What follows belongs to an exercise in optimizing a design on an open flow for small area; a production flow would make more cautious choices.
The RTL was checked by simulation tests, not by an equivalence proof against the original design.
The clock port is modelled as an ideal driver, which makes a skipped or thinned clock tree look cheaper than it is; a real chip needs a root buffer or a tree.
Power and IR drop assume default switching activity.

Setup of job 7742:
// UART_FIFO
module UART_FIFO(
    input clk,
    input reset,
    input [7:0] data_in,
    input data_valid,
    output reg [7:0] data_out
    );
Settings: LEC_CHECK=0, CAP_MARGIN=20, CORE_MARGIN=2, CORE_UTILIZATION=60, SLEW_MARGIN=20; clock period 20.0 ns.
standard.sh (not shown) runs the stock make flow with config.mk's settings and CLKGATE_MAP_FILE= SYNTH_SCRIPT=/design/flow/synth_recipe.tcl, a recipe that flattens the netlist after the stock synthesis.
==> flow/flow/run.sh <==
#!/bin/bash
# The standard layout with three changes:
# - after the standard synthesis, its combinational cells are re-mapped for
#   area (flow/remap.sh); the flip-flops stay exactly as synthesized;
# - the port buffers are buf_1;
# - the clock tree is one level of clock buffers built by flow/cts_hook.tcl
#   in place of TritonCTS.
set -euo pipefail
R=orfs/results/$FLOW_PLATFORM/UART_FIFO/base
bash standard.sh synth > synth.log 2>&1
cp $R/1_2_yosys.v std_1_2_yosys.v
ffs() { grep -E '^\s*sky130_fd_sc_hd__(e?df|sdf|sedf|dl)[a-z0-9_]*\s' "$1" | awk '{print $1, $2}' | sort; }
if bash flow/remap.sh std_1_2_yosys.v remapped.v > remap.log 2>&1 \
    && [[ -n "$(ffs std_1_2_yosys.v)" ]] && diff <(ffs std_1_2_yosys.v) <(ffs remapped.v) > /dev/null; then
  cp remapped.v $R/1_2_yosys.v
  rm -f $R/1_synth.odb $R/1_synth.sdc
  echo "using the re-mapped netlist" >> remap.log
else
  echo "re-mapping failed or changed the flip-flops; keeping the standard netlist" >> remap.log
fi
export CTS_MAX_SINKS=36
export CTS_LEAF_BUF=sky130_fd_sc_hd__inv_16
export CTS_ROOT_BUF=sky130_fd_sc_hd__inv_8
export PRE_CTS_TCL="$PWD/flow/cts_hook.tcl"
export BUFFER_PORTS_ARGS="-buffer_cell sky130_fd_sc_hd__buf_1"
bash standard.sh finish > standard.log 2>&1
==> flow/flow/cts_hook.tcl <==
# Sourced by ORFS's cts.tcl before clock tree synthesis (PRE_CTS_TCL).
# Builds a one-level clock tree: the clock port drives clock buffers (through
# one root buffer if there are more than 4), one per CTS_MAX_SINKS flip-flops,
# each placed at the centre of a cluster of nearby flip-flops (k-means with
# a size limit on the flip-flops' placed locations) and driving that
# cluster's clock pins.
rename clock_tree_synthesis __orig_clock_tree_synthesis
proc __cts_out { inst } {
  foreach it [$inst getITerms] {
    if { [$it getIoType] eq "OUTPUT" } { return $it }
  }
}
proc clock_tree_synthesis { args } {
  set bufname $::env(CTS_LEAF_BUF)
  if { [string match *inv* $bufname] != [string match *inv* $::env(CTS_ROOT_BUF)] } {
    error "CTS_LEAF_BUF and CTS_ROOT_BUF must both invert or both not"
  }
  set db [ord::get_db]
  set block [ord::get_db_block]
  set clk [$block findNet clk]
  set sinks {}
  set xs {}
  set ys {}
  foreach it [$clk getITerms] {
    if { [$it getIoType] eq "INPUT" } {
      set loc [[$it getInst] getLocation]
      lappend sinks $it
      lappend xs [lindex $loc 0]
      lappend ys [lindex $loc 1]
    }
  }
  set n [llength $sinks]
  set K [expr { ($n + $::env(CTS_MAX_SINKS) - 1) / $::env(CTS_MAX_SINKS) }]
  puts "manual CTS: $n sinks, $K leaf buffers ($bufname)"
  # k-means, seeded by sinks spread along the sorted x order
  set order [lsort -integer -indices $xs]
  set cx {}
  set cy {}
  for { set k 0 } { $k < $K } { incr k } {
    set i [lindex $order [expr { int(($k + 0.5) * $n / $K) }]]
    lappend cx [lindex $xs $i]
    lappend cy [lindex $ys $i]
  }
  # capacity-limited k-means: each buffer drives at most cap sinks
  set cap [expr { ($n + $K - 1) / $K }]
  set assign [lrepeat $n 0]
  for { set iter 0 } { $iter < 30 } { incr iter } {
    set pairs {}
    for { set i 0 } { $i < $n } { incr i } {
      for { set k 0 } { $k < $K } { incr k } {
        set dx [expr { [lindex $xs $i] - [lindex $cx $k] }]
        set dy [expr { [lindex $ys $i] - [lindex $cy $k] }]
        lappend pairs [list [expr { double($dx) * $dx + double($dy) * $dy }] $i $k]
      }
    }
    set pairs [lsort -real -index 0 $pairs]
    set done [lrepeat $n 0]
    set sc [lrepeat $K 0]
    foreach p $pairs {
      lassign $p d i k
      if { [lindex $done $i] || [lindex $sc $k] >= $cap } { continue }
      lset done $i 1
      lset assign $i $k
      lset sc $k [expr { [lindex $sc $k] + 1 }]
    }
    set sx [lrepeat $K 0.0]
    set sy [lrepeat $K 0.0]
    for { set i 0 } { $i < $n } { incr i } {
      set k [lindex $assign $i]
      lset sx $k [expr { [lindex $sx $k] + [lindex $xs $i] }]
      lset sy $k [expr { [lindex $sy $k] + [lindex $ys $i] }]
    }
    for { set k 0 } { $k < $K } { incr k } {
      if { [lindex $sc $k] > 0 } {
        lset cx $k [expr { int([lindex $sx $k] / [lindex $sc $k]) }]
        lset cy $k [expr { int([lindex $sy $k] / [lindex $sc $k]) }]
      }
    }
  }
  set master [$db findMaster $bufname]
  set nets {}
  for { set k 0 } { $k < $K } { incr k } {
    set inst [odb::dbInst_create $block $master "clkbuf_leaf_$k"]
    set net [odb::dbNet_create $block "clknet_leaf_$k"]
    $net setSigType CLOCK
    [$inst findITerm A] connect $clk
    [__cts_out $inst] connect $net
    $inst setLocation [lindex $cx $k] [lindex $cy $k]
    $inst setPlacementStatus PLACED
    lappend nets $net
    puts "  leaf $k: [lindex $sc $k] sinks at ([lindex $cx $k], [lindex $cy $k])"
  }
  for { set i 0 } { $i < $n } { incr i } {
    set it [lindex $sinks $i]
    $it disconnect
    $it connect [lindex $nets [lindex $assign $i]]
  }
  # with more than 4 leaf buffers, a root buffer drives them, so that the
  # clock port itself feeds a single cell; inverting leaves always get an
  # inverting root, so the flip-flops see the clock's own polarity
  if { $K > 4 || [string match *inv* $bufname] } {
    set rx 0.0
    set ry 0.0
    for { set k 0 } { $k < $K } { incr k } {
      set rx [expr { $rx + [lindex $cx $k] }]
      set ry [expr { $ry + [lindex $cy $k] }]
    }
    set root [odb::dbInst_create $block [$db findMaster $::env(CTS_ROOT_BUF)] "clkbuf_root"]
    set rnet [odb::dbNet_create $block "clknet_root"]
    $rnet setSigType CLOCK
    for { set k 0 } { $k < $K } { incr k } {
      set a [[$block findInst "clkbuf_leaf_$k"] findITerm A]
      $a disconnect
      $a connect $rnet
    }
    [$root findITerm A] connect $clk
    [__cts_out $root] connect $rnet
    $root setLocation [expr { int($rx / $K) }] [expr { int($ry / $K) }]
    $root setPlacementStatus PLACED
  }
  global_connect
  set_propagated_clock [all_clocks]
}
Other scripts of this flow, unchanged in this note and not shown: flow/flow/abc_area.script, flow/flow/remap.sh
Job 7742: no failed stages, no open violations at the end
What job 5743 does differently from job 7742 at the input level:
Settings: changing CORE_UTILIZATION from 60 to 70.
diff --git a/flow/flow/cts_hook.tcl b/flow/flow/cts_hook.tcl
--- a/flow/flow/cts_hook.tcl
+++ b/flow/flow/cts_hook.tcl
@@ -14,5 +14,2 @@
   set bufname $::env(CTS_LEAF_BUF)
-  if { [string match *inv* $bufname] != [string match *inv* $::env(CTS_ROOT_BUF)] } {
-    error "CTS_LEAF_BUF and CTS_ROOT_BUF must both invert or both not"
-  }
   set db [ord::get_db]
@@ -98,5 +95,4 @@
   # with more than 4 leaf buffers, a root buffer drives them, so that the
-  # clock port itself feeds a single cell; inverting leaves always get an
-  # inverting root, so the flip-flops see the clock's own polarity
-  if { $K > 4 || [string match *inv* $bufname] } {
+  # clock port itself feeds a single cell
+  if { $K > 4 } {
     set rx 0.0
--- outcome ---
- Job 5743 against job 7742: mean cell area of the mapped netlist flat, gate count after technology mapping flat, placer's final routability congestion estimate up 3.7%, number of placement rows down 8.3%.
- Job 7742 -> job 5743: vertical die dimension decreased by a little under 10%
- Tool error DPL-0033 stopped job 5743 during detailed placement; no final results.
Changes in job 4603 relative to job 5743:
Settings: swapping 70 for 60 in CORE_UTILIZATION.
diff --git a/flow/flow/run.sh b/flow/flow/run.sh
--- a/flow/flow/run.sh
+++ b/flow/flow/run.sh
@@ -5,4 +5,5 @@
 # - the port buffers are buf_1;
-# - the clock tree is one level of clock buffers built by flow/cts_hook.tcl
-#   in place of TritonCTS.
+# - the clock tree is a root inverter driving one level of inverters, built
+#   by flow/cts_hook.tcl in place of TritonCTS (two inversions: the
+#   flip-flops see the clock's own polarity).
 set -euo pipefail
@@ -20,4 +21,4 @@
 fi
-export CTS_MAX_SINKS=36
-export CTS_LEAF_BUF=sky130_fd_sc_hd__inv_16
+export CTS_MAX_SINKS=22
+export CTS_LEAF_BUF=sky130_fd_sc_hd__inv_8
 export CTS_ROOT_BUF=sky130_fd_sc_hd__inv_8
diff --git a/flow/flow/cts_hook.tcl b/flow/flow/cts_hook.tcl
--- a/flow/flow/cts_hook.tcl
+++ b/flow/flow/cts_hook.tcl
@@ -14,2 +14,5 @@
   set bufname $::env(CTS_LEAF_BUF)
+  if { [string match *inv* $bufname] != [string match *inv* $::env(CTS_ROOT_BUF)] } {
+    error "CTS_LEAF_BUF and CTS_ROOT_BUF must both invert or both not"
+  }
   set db [ord::get_db]
@@ -95,4 +98,5 @@
   # with more than 4 leaf buffers, a root buffer drives them, so that the
-  # clock port itself feeds a single cell
-  if { $K > 4 } {
+  # clock port itself feeds a single cell; inverting leaves always get an
+  # inverting root, so the flip-flops see the clock's own polarity
+  if { $K > 4 || [string match *inv* $bufname] } {
     set rx 0.0
==> summary.txt <==
- Diff job 5743 -> job 4603: die span in y went up, HPWL after detailed placement went up, standard-cell row count went up.
- Job 4603: PASS, flow complete, no timing, DRC or antenna violations
In job 7742 and job 4603 the design's own scripts or RTL, not TritonCTS, make the clock network.


UART_FIFO, a different RTL version from the one above (not shown whole).
For scale: ~190 flip-flops, roughly 19 I/O pins.
Settings: LEC_CHECK=0, CAP_MARGIN=20, CORE_MARGIN=2, CORE_UTILIZATION=70, SLEW_MARGIN=20; clock period 20.0 ns.
==> flow/flow/run.sh <==
#!/bin/bash
set -euo pipefail
export CTS_ARGS="-repair_clock_nets -dont_use_dummy_load -buf_list sky130_fd_sc_hd__clkbuf_8"
export BUFFER_PORTS_ARGS="-buffer_cell sky130_fd_sc_hd__buf_1"
bash standard.sh finish > standard.log 2>&1
The baseline ran to the end with no violations.
Edit:
==> flow/flow/run.sh (replaced) <==
#!/bin/bash
set -euo pipefail
export CTS_ARGS="-sink_clustering_enable -sink_clustering_size 50 -sink_clustering_max_diameter 300 -sink_clustering_levels 1 -repair_clock_nets -dont_use_dummy_load -buf_list sky130_fd_sc_hd__clkbuf_16"
export BUFFER_PORTS_ARGS="-buffer_cell sky130_fd_sc_hd__buf_1"
bash standard.sh finish > standard.log 2>&1
What happened: Routed wire length is higher by roughly a tenth; setup slack loses 0.083 ns; clock skew hardly moves; cell count does not change; design area climbs by a few percent.
Edit:
==> flow/flow/run.sh (replaced) <==
#!/bin/bash
# The standard layout with two changes: the port buffers are buf_1, and
# clock tree synthesis uses clkbuf_8 without sink clustering or dummy loads.
set -euo pipefail
export CTS_ARGS="-repair_clock_nets -dont_use_dummy_load -buf_list sky130_fd_sc_hd__clkbuf_8"
export BUFFER_PORTS_ARGS="-buffer_cell sky130_fd_sc_hd__buf_1"
bash standard.sh finish > standard.log 2>&1
Effect: Final area fell by about 2.7%. Flip-flop and latch count stays the same. Worst setup slack gains 0.083 ns. Final cell count is unchanged. Core utilization falls by 2.2 points. Routed wire length drops by 9.3%.


The RTL this note starts from:
==> flow/design.v <==
`timescale 1ns / 1ps
module UART_FIFO(
    input clk,
    input reset,
    input [7:0] data_in,
    input data_valid,
    output reg [7:0] data_out
    );
    reg [12:0] ctx;
    wire ctx_hi  = ctx[12] & ctx[10] & ctx[6] & ctx[4];
    wire tick    = ctx_hi & ~ctx[3] & ctx[2] & ctx[1] & ~ctx[0];  
    wire ctx_end = ctx_hi & ctx[3];                              
    wire arm     = ctx[11] & ctx[10] & ctx[9] & ~ctx[8] & ctx[7] & ctx[6] &
                   ctx[5] & ~ctx[4] & ~ctx[3] & ~ctx[2] & ctx[1] & ~ctx[0];  
    reg [8:0] crx;
    wire crx_end = crx[8] & crx[6] & crx[2];                     
    always @(posedge clk) begin
        if (reset) begin
            ctx <= 13'd5206;
            crx <= 9'd321;
        end else begin
            ctx <= ctx_end ? 13'd0 : ctx + 13'd1;
            crx <= crx_end ? 9'd0 : crx + 9'd1;
        end
    end
    reg [7:0] mem [0:15];
    reg [4:0] wr_ptr;
    reg [4:0] rd_ptr;       
    reg [7:0] rd_data;
    reg e0, e1;             
    wire full = (wr_ptr[3:0] == rd_ptr[3:0]) & (wr_ptr[4] != rd_ptr[4]);
    wire wr = data_valid & ~full;
    always @(posedge clk)
        if (wr) mem[wr_ptr[3:0]] <= data_in;
    localparam IDLE = 4'd0, LOAD = 4'd1, START = 4'd2, STOP = 4'd12,
               POST_A = 4'd13, POST_B = 4'd14;
    reg [3:0] st;
    always @(posedge clk) begin
        if (tick & (st == LOAD)) rd_data <= mem[rd_ptr[3:0]];
    end
    always @(posedge clk) begin
        if (reset) begin
            wr_ptr <= 0;
            rd_ptr <= 0;
            e0 <= 1'b1;
            e1 <= 1'b1;
            st <= IDLE;
            data_out <= 8'd0;
        end else begin
            if (wr) wr_ptr <= wr_ptr + 5'd1;
            if ((st == START) & ctx_end) rd_ptr <= rd_ptr + 5'd1;
            if (tick) begin
                e0 <= (wr_ptr == rd_ptr);
                e1 <= e0;
            end
            case (st)
                IDLE:   if (tick & ~e1) st <= LOAD;
                POST_A: if (arm) st <= POST_B;
                POST_B: if (crx_end) begin
                            st <= IDLE;
                            data_out <= rd_data;
                        end
                default: if (tick) st <= st + 4'd1;
            endcase
        end
    end
endmodule
clock: 20.0 ns
lec_check: 0
abc_area: 1
cap_margin: 20
core_margin: 2
core_utilization: 65
cts_buf_list: sky130_fd_sc_hd__clkbuf_8
cts_cluster_diameter: 150
cts_cluster_size: 40
slew_margin: 20
run.sh (not shown) runs the stock make flow with config.mk's settings and CLKGATE_MAP_FILE= SYNTH_SCRIPT=/design/flow/synth_recipe.tcl, a recipe that flattens the netlist after the stock synthesis.
Stock flow here: none of the scripts above is used.
Then changed:
--- a/flow/config.mk
+++ b/flow/config.mk
@@ -11,4 +11 @@
-export CORE_UTILIZATION = 65
-export CTS_BUF_LIST = sky130_fd_sc_hd__clkbuf_8
-export CTS_CLUSTER_DIAMETER = 150
-export CTS_CLUSTER_SIZE = 40
+export CORE_UTILIZATION = 40
Outcome: The new run completed with no timing, DRC or antenna violations; power came out higher by 15%; cell count went up by 10%; fmax drops by 2.2%; combinational power stays flat; worst hold slack stays flat; critical path depth does not change; global-route usage drops by 8.1 points.


UART_FIFO with an RTL version that a note above also has.
Size in the first run: about 370 cells after synthesis, about 6100 µm² of cells after synthesis.
==> flow/config.mk <==
export PLATFORM = sky130hd
export DESIGN_NAME = UART_FIFO
export DESIGN_NICKNAME = UART_FIFO
export VERILOG_FILES = /design/flow/design.v
export SDC_FILE = /design/flow/constraint.sdc
export NUM_CORES = 4
export LEC_CHECK = 0
export CAP_MARGIN = 20
export CORE_MARGIN = 2
export CORE_UTILIZATION = 70
export SLEW_MARGIN = 20
==> flow/constraint.sdc <==
create_clock -name core_clock -period 20.0 [get_ports {clk}]
set_input_delay 4.0000 -clock core_clock [delete_from_list [all_inputs] [get_ports {clk}]]
set_output_delay 4.0000 -clock core_clock [all_outputs]
set_load 0.01 [all_outputs]
standard.sh (not shown) runs the stock make flow with config.mk's settings and CLKGATE_MAP_FILE= SYNTH_SCRIPT=/design/flow/synth_recipe.tcl, a recipe that flattens the netlist after the stock synthesis.
==> flow/flow/run.sh <==
#!/bin/bash
# The standard layout with three changes:
# - after the standard synthesis, its combinational cells are re-mapped for
#   area (flow/remap.sh); the flip-flops stay exactly as synthesized;
# - the port buffers are buf_1;
# - the clock tree is one level of clock buffers built by flow/cts_hook.tcl
#   in place of TritonCTS.
set -euo pipefail
R=orfs/results/$FLOW_PLATFORM/UART_FIFO/base
bash standard.sh synth > synth.log 2>&1
cp $R/1_2_yosys.v std_1_2_yosys.v
ffs() { grep -E '^\s*sky130_fd_sc_hd__(e?df|sdf|sedf|dl)[a-z0-9_]*\s' "$1" | awk '{print $1, $2}' | sort; }
if bash flow/remap.sh std_1_2_yosys.v remapped.v > remap.log 2>&1 \
    && [[ -n "$(ffs std_1_2_yosys.v)" ]] && diff <(ffs std_1_2_yosys.v) <(ffs remapped.v) > /dev/null; then
  cp remapped.v $R/1_2_yosys.v
  rm -f $R/1_synth.odb $R/1_synth.sdc
  echo "using the re-mapped netlist" >> remap.log
else
  echo "re-mapping failed or changed the flip-flops; keeping the standard netlist" >> remap.log
fi
export CTS_MAX_SINKS=22
export CTS_LEAF_BUF=sky130_fd_sc_hd__clkbuf_8
export CTS_ROOT_BUF=sky130_fd_sc_hd__clkbuf_4
export PRE_CTS_TCL="$PWD/flow/cts_hook.tcl"
export BUFFER_PORTS_ARGS="-buffer_cell sky130_fd_sc_hd__buf_1"
bash standard.sh finish > standard.log 2>&1
==> flow/flow/abc_area.script <==
strash
&get -n
&deepsyn -T 60
&put
dch -f
amap
topo
==> flow/flow/cts_hook.tcl <==
# Sourced by ORFS's cts.tcl before clock tree synthesis (PRE_CTS_TCL).
# Builds a one-level clock tree: the clock port drives clock buffers (through
# one root buffer if there are more than 4), one per CTS_MAX_SINKS flip-flops,
# each placed at the centre of a cluster of nearby flip-flops (k-means with
# a size limit on the flip-flops' placed locations) and driving that
# cluster's clock pins.
rename clock_tree_synthesis __orig_clock_tree_synthesis
proc clock_tree_synthesis { args } {
  set bufname $::env(CTS_LEAF_BUF)
  set db [ord::get_db]
  set block [ord::get_db_block]
  set clk [$block findNet clk]
  set sinks {}
  set xs {}
  set ys {}
  foreach it [$clk getITerms] {
    if { [$it getIoType] eq "INPUT" } {
      set loc [[$it getInst] getLocation]
      lappend sinks $it
      lappend xs [lindex $loc 0]
      lappend ys [lindex $loc 1]
    }
  }
  set n [llength $sinks]
  set K [expr { ($n + $::env(CTS_MAX_SINKS) - 1) / $::env(CTS_MAX_SINKS) }]
  puts "manual CTS: $n sinks, $K leaf buffers ($bufname)"
  # k-means, seeded by sinks spread along the sorted x order
  set order [lsort -integer -indices $xs]
  set cx {}
  set cy {}
  for { set k 0 } { $k < $K } { incr k } {
    set i [lindex $order [expr { int(($k + 0.5) * $n / $K) }]]
    lappend cx [lindex $xs $i]
    lappend cy [lindex $ys $i]
  }
  # capacity-limited k-means: each buffer drives at most cap sinks
  set cap [expr { ($n + $K - 1) / $K }]
  set assign [lrepeat $n 0]
  for { set iter 0 } { $iter < 30 } { incr iter } {
    set pairs {}
    for { set i 0 } { $i < $n } { incr i } {
      for { set k 0 } { $k < $K } { incr k } {
        set dx [expr { [lindex $xs $i] - [lindex $cx $k] }]
        set dy [expr { [lindex $ys $i] - [lindex $cy $k] }]
        lappend pairs [list [expr { double($dx) * $dx + double($dy) * $dy }] $i $k]
      }
    }
    set pairs [lsort -real -index 0 $pairs]
    set done [lrepeat $n 0]
    set sc [lrepeat $K 0]
    foreach p $pairs {
      lassign $p d i k
      if { [lindex $done $i] || [lindex $sc $k] >= $cap } { continue }
      lset done $i 1
      lset assign $i $k
      lset sc $k [expr { [lindex $sc $k] + 1 }]
    }
    set sx [lrepeat $K 0.0]
    set sy [lrepeat $K 0.0]
    for { set i 0 } { $i < $n } { incr i } {
      set k [lindex $assign $i]
      lset sx $k [expr { [lindex $sx $k] + [lindex $xs $i] }]
      lset sy $k [expr { [lindex $sy $k] + [lindex $ys $i] }]
    }
    for { set k 0 } { $k < $K } { incr k } {
      if { [lindex $sc $k] > 0 } {
        lset cx $k [expr { int([lindex $sx $k] / [lindex $sc $k]) }]
        lset cy $k [expr { int([lindex $sy $k] / [lindex $sc $k]) }]
      }
    }
  }
  set master [$db findMaster $bufname]
  set nets {}
  for { set k 0 } { $k < $K } { incr k } {
    set inst [odb::dbInst_create $block $master "clkbuf_leaf_$k"]
    set net [odb::dbNet_create $block "clknet_leaf_$k"]
    $net setSigType CLOCK
    [$inst findITerm A] connect $clk
    [$inst findITerm X] connect $net
    $inst setLocation [lindex $cx $k] [lindex $cy $k]
    $inst setPlacementStatus PLACED
    lappend nets $net
    puts "  leaf $k: [lindex $sc $k] sinks at ([lindex $cx $k], [lindex $cy $k])"
  }
  for { set i 0 } { $i < $n } { incr i } {
    set it [lindex $sinks $i]
    $it disconnect
    $it connect [lindex $nets [lindex $assign $i]]
  }
  # with more than 4 leaf buffers, a root buffer drives them, so that the
  # clock port itself feeds a single cell
  if { $K > 4 } {
    set rx 0.0
    set ry 0.0
    for { set k 0 } { $k < $K } { incr k } {
      set rx [expr { $rx + [lindex $cx $k] }]
      set ry [expr { $ry + [lindex $cy $k] }]
    }
    set root [odb::dbInst_create $block [$db findMaster $::env(CTS_ROOT_BUF)] "clkbuf_root"]
    set rnet [odb::dbNet_create $block "clknet_root"]
    $rnet setSigType CLOCK
    for { set k 0 } { $k < $K } { incr k } {
      set a [[$block findInst "clkbuf_leaf_$k"] findITerm A]
      $a disconnect
      $a connect $rnet
    }
    [$root findITerm A] connect $clk
    [$root findITerm X] connect $rnet
    $root setLocation [expr { int($rx / $K) }] [expr { int($ry / $K) }]
    $root setPlacementStatus PLACED
  }
  global_connect
  set_propagated_clock [all_clocks]
}
==> flow/flow/remap.sh <==
#!/bin/bash
# Re-maps the combinational cells of the standard synthesis netlist ($1) for
# area with yosys/ABC (script flow/abc_area.script), keeping every flip-flop
# instance, its name and its cell type, exactly as the standard synthesis
# made it. Writes the new netlist to $2.
set -euo pipefail
IN=$1
OUT=$2
LIB=$FLOW_HOME/platforms/$FLOW_PLATFORM/lib/sky130_fd_sc_hd__tt_025C_1v80.lib
YOSYS=$FLOW_HOME/../tools/install/yosys/bin/yosys
[[ -x $YOSYS ]] || YOSYS=yosys
DU=""
for c in sky130_fd_sc_hd__probe_p_8 sky130_fd_sc_hd__probec_p_8 'sky130_fd_sc_hd__lpflow_*'; do
  DU="$DU -dont_use $c"
done
FF='sky130_fd_sc_hd__*df* sky130_fd_sc_hd__*edf* sky130_fd_sc_hd__*sdf* sky130_fd_sc_hd__dlx* sky130_fd_sc_hd__dlr*'
$YOSYS -l remap_yosys.log -p "
read_liberty -ignore_miss_func $LIB
blackbox $FF
read_verilog $IN
hierarchy -top $FLOW_TOP
flatten
opt -purge
abc -liberty $LIB $DU -script $PWD/flow/abc_area.script
opt_clean -purge
hilomap -singleton -hicell sky130_fd_sc_hd__conb_1 HI -locell sky130_fd_sc_hd__conb_1 LO
opt_clean -purge
stat -liberty $LIB
write_verilog -noattr -noexpr -nohex -nodec $OUT
"
The first run finished with timing, DRC and antenna clean.
Change:
==> flow/flow/run.sh (replaced) <==
#!/bin/bash
# The standard layout with two changes: the port buffers are buf_1, and
# the clock tree is one level of clock buffers built by flow/cts_hook.tcl
# in place of TritonCTS.
set -euo pipefail
export CTS_MAX_SINKS=33
export CTS_LEAF_BUF=sky130_fd_sc_hd__clkbuf_16
export CTS_ROOT_BUF=sky130_fd_sc_hd__clkbuf_8
export PRE_CTS_TCL="$PWD/flow/cts_hook.tcl"
export BUFFER_PORTS_ARGS="-buffer_cell sky130_fd_sc_hd__buf_1"
bash standard.sh finish > standard.log 2>&1
removed: flow/flow/abc_area.script
removed: flow/flow/remap.sh
Outcome:
- The changed run finished clean
- sequential power is about the same
- wire length increases by 13%
- total power went up by 4.0%
Change:
==> flow/flow/run.sh (replaced) <==
#!/bin/bash
# The standard layout with three changes:
# - after the standard synthesis, its combinational cells are re-mapped for
#   area (flow/remap.sh); the flip-flops stay exactly as synthesized;
# - the port buffers are buf_1;
# - the clock tree is one level of clock buffers built by flow/cts_hook.tcl
#   in place of TritonCTS.
set -euo pipefail
R=orfs/results/$FLOW_PLATFORM/UART_FIFO/base
bash standard.sh synth > synth.log 2>&1
cp $R/1_2_yosys.v std_1_2_yosys.v
ffs() { grep -E '^\s*sky130_fd_sc_hd__(e?df|sdf|sedf|dl)[a-z0-9_]*\s' "$1" | awk '{print $1, $2}' | sort; }
if bash flow/remap.sh std_1_2_yosys.v remapped.v > remap.log 2>&1 \
    && [[ -n "$(ffs std_1_2_yosys.v)" ]] && diff <(ffs std_1_2_yosys.v) <(ffs remapped.v) > /dev/null; then
  cp remapped.v $R/1_2_yosys.v
  rm -f $R/1_synth.odb $R/1_synth.sdc
  echo "using the re-mapped netlist" >> remap.log
else
  echo "re-mapping failed or changed the flip-flops; keeping the standard netlist" >> remap.log
fi
export CTS_MAX_SINKS=20
export CTS_LEAF_BUF=sky130_fd_sc_hd__clkbuf_8
export CTS_ROOT_BUF=sky130_fd_sc_hd__clkbuf_8
export PRE_CTS_TCL="$PWD/flow/cts_hook.tcl"
export BUFFER_PORTS_ARGS="-buffer_cell sky130_fd_sc_hd__buf_1"
bash standard.sh finish > standard.log 2>&1
==> flow/flow/abc_area.script (new file) <==
strash
balance
rewrite
refactor
balance
rewrite
rewrite -z
balance
refactor -z
rewrite -z
balance
dch -f
amap
topo
==> flow/flow/remap.sh (new file) <==
#!/bin/bash
# Re-maps the combinational cells of the standard synthesis netlist ($1) for
# area with yosys/ABC (script flow/abc_area.script), keeping every flip-flop
# instance, its name and its cell type, exactly as the standard synthesis
# made it. Writes the new netlist to $2.
set -euo pipefail
IN=$1
OUT=$2
LIB=$FLOW_HOME/platforms/$FLOW_PLATFORM/lib/sky130_fd_sc_hd__tt_025C_1v80.lib
YOSYS=$FLOW_HOME/../tools/install/yosys/bin/yosys
[[ -x $YOSYS ]] || YOSYS=yosys
DU=""
for c in sky130_fd_sc_hd__probe_p_8 sky130_fd_sc_hd__probec_p_8 'sky130_fd_sc_hd__lpflow_*'; do
  DU="$DU -dont_use $c"
done
FF='sky130_fd_sc_hd__*df* sky130_fd_sc_hd__*edf* sky130_fd_sc_hd__*sdf* sky130_fd_sc_hd__dlx* sky130_fd_sc_hd__dlr*'
$YOSYS -l remap_yosys.log -p "
read_liberty -ignore_miss_func $LIB
blackbox $FF
read_verilog $IN
hierarchy -top $FLOW_TOP
flatten
opt -purge
abc -liberty $LIB $DU -script $PWD/flow/abc_area.script
opt_clean -purge
hilomap -singleton -hicell sky130_fd_sc_hd__conb_1 HI -locell sky130_fd_sc_hd__conb_1 LO
opt_clean -purge
stat -liberty $LIB
write_verilog -noattr -noexpr -nohex -nodec $OUT
"
The new run completed with no timing, DRC or antenna violations.
Final area is lower by 4.1%.
Routed wire length is lower by 2.7%.
Cell count is higher by 3.4%.
Flip-flop and latch count is unchanged.
Worst setup slack degrades by 0.010 ns.
Critical path depth is higher by 7.
Change:
==> flow/flow/run.sh (replaced) <==
#!/bin/bash
# The standard layout with two changes: the port buffers are buf_1, and
# the clock tree is one level of clock buffers built by flow/cts_hook.tcl
# in place of TritonCTS.
set -euo pipefail
export CTS_MAX_SINKS=20
export CTS_LEAF_BUF=sky130_fd_sc_hd__clkbuf_8
export CTS_ROOT_BUF=sky130_fd_sc_hd__clkbuf_8
export PRE_CTS_TCL="$PWD/flow/cts_hook.tcl"
export BUFFER_PORTS_ARGS="-buffer_cell sky130_fd_sc_hd__buf_1"
bash standard.sh finish > standard.log 2>&1
removed: flow/flow/abc_area.script
removed: flow/flow/remap.sh
Outcome: Sequential cell count does not change; clock skew goes down by 0.0077 ns; total power goes down by 1.4%; fmax stays flat.
Change:
--- a/flow/flow/run.sh
+++ b/flow/flow/run.sh
@@ -8,4 +8,5 @@
 export CTS_ROOT_BUF=sky130_fd_sc_hd__clkbuf_8
 export PRE_CTS_TCL="$PWD/flow/cts_hook.tcl"
+export POST_CTS_TCL="$PWD/flow/post_cts.tcl"
 export BUFFER_PORTS_ARGS="-buffer_cell sky130_fd_sc_hd__buf_1"
 bash standard.sh finish > standard.log 2>&1
==> flow/flow/post_cts.tcl (new file) <==
# Sourced by ORFS's cts.tcl after clock tree synthesis and timing repair
# (POST_CTS_TCL): with far more slack than needed, size cells down to save area.
estimate_parasitics -placement
repair_timing -recover_power 100 -verbose
detailed_placement
check_placement -verbose
Effect: The new run completed with no timing, DRC or antenna violations; die area does not change; first-iteration DRC count is higher by a quarter to a third; wire length rises slightly; power is about the same.
No run of this note takes its clock network from TritonCTS; it comes from the design's own scripts or RTL.

[static timing again, ports no longer ideal]
In the flow no input, the clock included, has a driving cell. The finished layouts below were timed again as built, in two steps.
Step 1, drivers: a clkbuf_16 drives clk and a buf_2 each remaining input, both assumed.
Step 2 times the ports against the registers' clock, not the clock port: input delays grow and output delays shrink by t, the midpoint of the rising clock arrivals with the driver on.
Three values: ideal, step 1, step 2; two values: the first two.
run | shift t [ns] | setup slack, ns | worst hold slack (ns) | slew at the worst register clock pin (ns)
job 7742 | 0.296 | 14.172 / 14.198 / 13.902 | 0.414 / 0.414 / 0.414 | 0.10 / 0.10
job 4603 | 0.268 | 14.163 / 14.187 / 13.919 | 0.418 / 0.418 / 0.418 | 0.10 / 0.10
the first run of note 2 | 0.450 | 14.510 / 14.524 / 14.075 | 0.400 / 0.400 / 0.400 | 0.11 / 0.11
the second run of note 2 | 0.448 | 14.427 / 14.449 / 14.002 | 0.402 / 0.402 / 0.402 | 0.08 / 0.08
the third run of note 2 | 0.450 | 14.510 / 14.524 / 14.075 | 0.400 / 0.400 / 0.400 | 0.11 / 0.11
the first run of note 3 | 0.486 | 14.613 / 14.607 / 14.120 | 0.457 / 0.457 / 0.457 | 0.09 / 0.09
the second run of note 3 | 0.480 | 14.494 / 14.490 / 14.009 | 0.455 / 0.455 / 0.455 | 0.08 / 0.08
the first run of note 4 | 0.526 | 12.429 / 12.429 / 12.429 | 0.422 / 0.422 / 0.422 | 0.12 / 0.12
the second run of note 4 | 0.429 | 14.533 / 14.541 / 14.112 | 0.420 / 0.420 / 0.420 | 0.11 / 0.11
the third run of note 4 | 0.439 | 14.523 / 14.531 / 14.092 | 0.423 / 0.423 / 0.423 | 0.12 / 0.12
the fourth run of note 4 | 0.426 | 14.522 / 14.533 / 14.107 | 0.418 / 0.418 / 0.418 | 0.11 / 0.11
the fifth run of note 4 | 0.428 | 14.769 / 14.773 / 14.345 | 0.416 / 0.416 / 0.416 | 0.11 / 0.11
After both steps setup and hold are still met in every run listed. For the first run of note 3, which loses most, drivers alone change the setup slack by -0.006 ns; drivers and shift together by -0.493 ns.
